This is an optimization exercise on Yosys and OpenROAD, whose aim is small area, a short achievable clock period and few clock cycles, not a production implementation. In this exercise RTL edits were held to simulation tests only and were not proved equivalent to the original.

Setup of harbor:
// ytydla_cmac
module ytydla_cmac(ytydla_core_clk,
                   ytydla_core_rst_n,
                   mem2cmac_valid,
                   mem2cmac_dat_0,
                   mem2cmac_dat_1,
                   mem2cmac_dat_2,
                   mem2cmac_dat_3,
                   mem2cmac_dat_4,
                   mem2cmac_dat_5,
                   mem2cmac_dat_6,
                   mem2cmac_dat_7,
                   mem2cmac_dat_size,
                   mem2cmac_wt_0,
                   mem2cmac_wt_1,
                   mem2cmac_wt_2,
                   mem2cmac_wt_3,
                   mem2cmac_wt_4,
                   mem2cmac_wt_5,
                   mem2cmac_wt_6,
                   mem2cmac_wt_7,
                   cmac2mem_result,
                   cmac2mem_valid);
    input                                    ytydla_core_clk;
    input                                    ytydla_core_rst_n;
    input                                    mem2cmac_valid;
    input       [32 - 1:0]  mem2cmac_dat_0;
    input       [32 - 1:0]  mem2cmac_dat_1;
    input       [32 - 1:0]  mem2cmac_dat_2;
    input       [32 - 1:0]  mem2cmac_dat_3;
    input       [32 - 1:0]  mem2cmac_dat_4;
    input       [32 - 1:0]  mem2cmac_dat_5;
    input       [32 - 1:0]  mem2cmac_dat_6;
  ...
Size in the first run: ~3200 cells after synthesis, about 200 flip-flops, about 580 I/O pins, about 0.030 mm2 of cells after synthesis.
clock: 9.0 ns
lec_check: 0
cap_margin: 20
core_margin: 2
core_utilization: 45
cts_cluster_diameter: 150
cts_cluster_size: 40
place_density: 0.6
setup_slack_margin: 4.0
slew_margin: 20
standard.sh (not shown) runs the stock make flow with config.mk's settings and CLKGATE_MAP_FILE= SYNTH_SCRIPT=/design/flow/synth_recipe.tcl, a recipe that flattens the netlist after the stock synthesis.
==> flow/flow/run.sh <==
#!/bin/bash
# The standard layout (the standard.sh, all ORFS steps unchanged), except that the port
# buffers that global placement inserts use the plain sky130 buffer cell named below instead
# of the cell buffer_ports picks by default (a clock delay buffer).
set -euo pipefail
export BUFFER_PORTS_ARGS="-buffer_cell sky130_fd_sc_hd__buf_1"
bash standard.sh > standard_flow.log 2>&1
Testbench counts of harbor, summed over its fixed seeds: cycles 16,597.
--- input diff harbor..quartz ---
# harbor
export LEC_CHECK = 0
export CAP_MARGIN = 20
export CORE_MARGIN = 2
export CORE_UTILIZATION = 45
export CTS_CLUSTER_DIAMETER = 150
export CTS_CLUSTER_SIZE = 40
export PLACE_DENSITY = 0.6
export SETUP_SLACK_MARGIN = 4.0
export SLEW_MARGIN = 20
create_clock -name core_clock -period 9.0 [get_ports {ytydla_core_clk}]
# quartz
export LEC_CHECK = 0
export CAP_MARGIN = 20
export CORE_MARGIN = 2
export CORE_UTILIZATION = 45
export PLACE_DENSITY = 0.5
export SETUP_SLACK_MARGIN = 4.0
export SLEW_MARGIN = 20
create_clock -name core_clock -period 9.0 [get_ports {ytydla_core_clk}]
==> notes.md <==
Comparing post-route minimum period for harbor and quartz, the bigger number came from quartz. The lower depth of the worst hold-timing path of harbor and quartz is in harbor. Critical path depth (higher): harbor. Across both runs, number of buffers other than clock buffers in the final layout was lower for quartz than for harbor.
Changes in cedar relative to quartz:
# quartz
export LEC_CHECK = 0
export CAP_MARGIN = 20
export CORE_MARGIN = 2
export CORE_UTILIZATION = 45
export PLACE_DENSITY = 0.5
export SETUP_SLACK_MARGIN = 4.0
export SLEW_MARGIN = 20
create_clock -name core_clock -period 9.0 [get_ports {ytydla_core_clk}]
# cedar
export LEC_CHECK = 0
export CAP_MARGIN = 5
export CORE_MARGIN = 2
export CORE_UTILIZATION = 45
export PLACE_DENSITY = 0.6
export SETUP_SLACK_MARGIN = 4.0
export SLEW_MARGIN = 5
create_clock -name core_clock -period 9.0 [get_ports {ytydla_core_clk}]
==> comparison <==
- Lower number of antenna repair diodes goes to quartz over cedar.
- The register-to-register path setup slack of cedar falls short of that of quartz by 0.02 ns.
- Area added between synthesis and finish: cedar vs quartz up 0.52 points
- Between quartz and cedar, number of cells in the finished layout apart from fillers increased.
- For the maximum clock rate, cedar came in about 0.8% higher than quartz did.
- Run comparison: quartz critical-path cell with the highest stage delay a2111oi_4; cedar critical-path cell with the highest stage delay fa_2
- Going from quartz to cedar, register fraction of the total cell area decreased 0.20 points, slack of the critical path higher, number of buffers outside the clock class in the layout shows an increase of 21, final area went up about 0.46%.
Input-level comparison between garnet and cedar:
# cedar
export LEC_CHECK = 0
export CAP_MARGIN = 5
export CORE_MARGIN = 2
export CORE_UTILIZATION = 45
export PLACE_DENSITY = 0.6
export SETUP_SLACK_MARGIN = 4.0
export SLEW_MARGIN = 5
create_clock -name core_clock -period 9.0 [get_ports {ytydla_core_clk}]
# garnet
export LEC_CHECK = 0
export CAP_MARGIN = 20
export CORE_MARGIN = 2
export CORE_UTILIZATION = 45
export PLACE_DENSITY = 0.6
export SETUP_SLACK_MARGIN = 4.0
export SLEW_MARGIN = 20
create_clock -name core_clock -period 9.0 [get_ports {ytydla_core_clk}]
==> notes.md <==
garnet vs. cedar: HPWL reported at the end of detailed placement roughly the same; portion of the layout cell area used by clock cells held.
In terms of multi-input logic portion of the cell area, garnet and cedar differ only marginally.
Comparing cedar against garnet, there is no change at all in post-synthesis cell count.
Comparing cedar with garnet, the detailed-route wire length came out essentially unchanged.
NOTE: minimum clock period in garnet falls short of that of cedar
| worst path arrival time | cedar vs garnet | ≈ equal |
Between garnet and cedar, the part of the cycle the worst path needs figures differ only marginally.
cedar finished all stages; the layout is clean.
Both conditions hold for garnet: the flow ran to the end and the final layout passed the timing, DRC and antenna checks.
[inputs] delta vs garnet
# garnet
export LEC_CHECK = 0
export CAP_MARGIN = 20
export CORE_MARGIN = 2
export CORE_UTILIZATION = 45
export PLACE_DENSITY = 0.6
export SETUP_SLACK_MARGIN = 4.0
export SLEW_MARGIN = 20
create_clock -name core_clock -period 9.0 [get_ports {ytydla_core_clk}]
# delta
export LEC_CHECK = 0
export CAP_MARGIN = 20
export CORE_MARGIN = 2
export CORE_UTILIZATION = 45
export PLACE_DENSITY = 0.6
export SETUP_SLACK_MARGIN = 4.25
export SLEW_MARGIN = 20
create_clock -name core_clock -period 9.0 [get_ports {ytydla_core_clk}]
Compared with garnet, aggregate routed wire length in delta decreased by a few percent. Minimum clock period on delta is ahead of garnet. Between garnet and delta, the synthesized cell count does not differ in any meaningful way. End-of-flow core utilization: delta and garnet compared, lower one is garnet.

-- what the ideal ports hide --
The flow's constraints put no driver on any port. The routed layouts listed below were extracted and timed again, unchanged, in two steps. Step 1, drivers: a clkbuf_16 drives ytydla_core_clk and a buf_2 each remaining input, both assumed. Step 2, shift: input delay + t, output delay - t, t = (earliest + latest rising clock arrival at the registers) / 2. This alone moves slack from input paths to output paths. a / b / c = no drivers / after step 1 / after step 2; a / b = the first two.
run	t, ns	setup slack, ns	worst setup path after step 2
harbor	0.569	4.028 / 3.972 / 3.587	input to register
quartz	0.564	3.984 / 3.932 / 3.627	input to register
cedar	0.571	4.022 / 3.966 / 3.594	input to register
garnet	0.569	4.028 / 3.972 / 3.587	input to register
delta	0.567	4.095 / 4.042 / 3.907	input to register
After both steps every run listed still meets setup and hold.
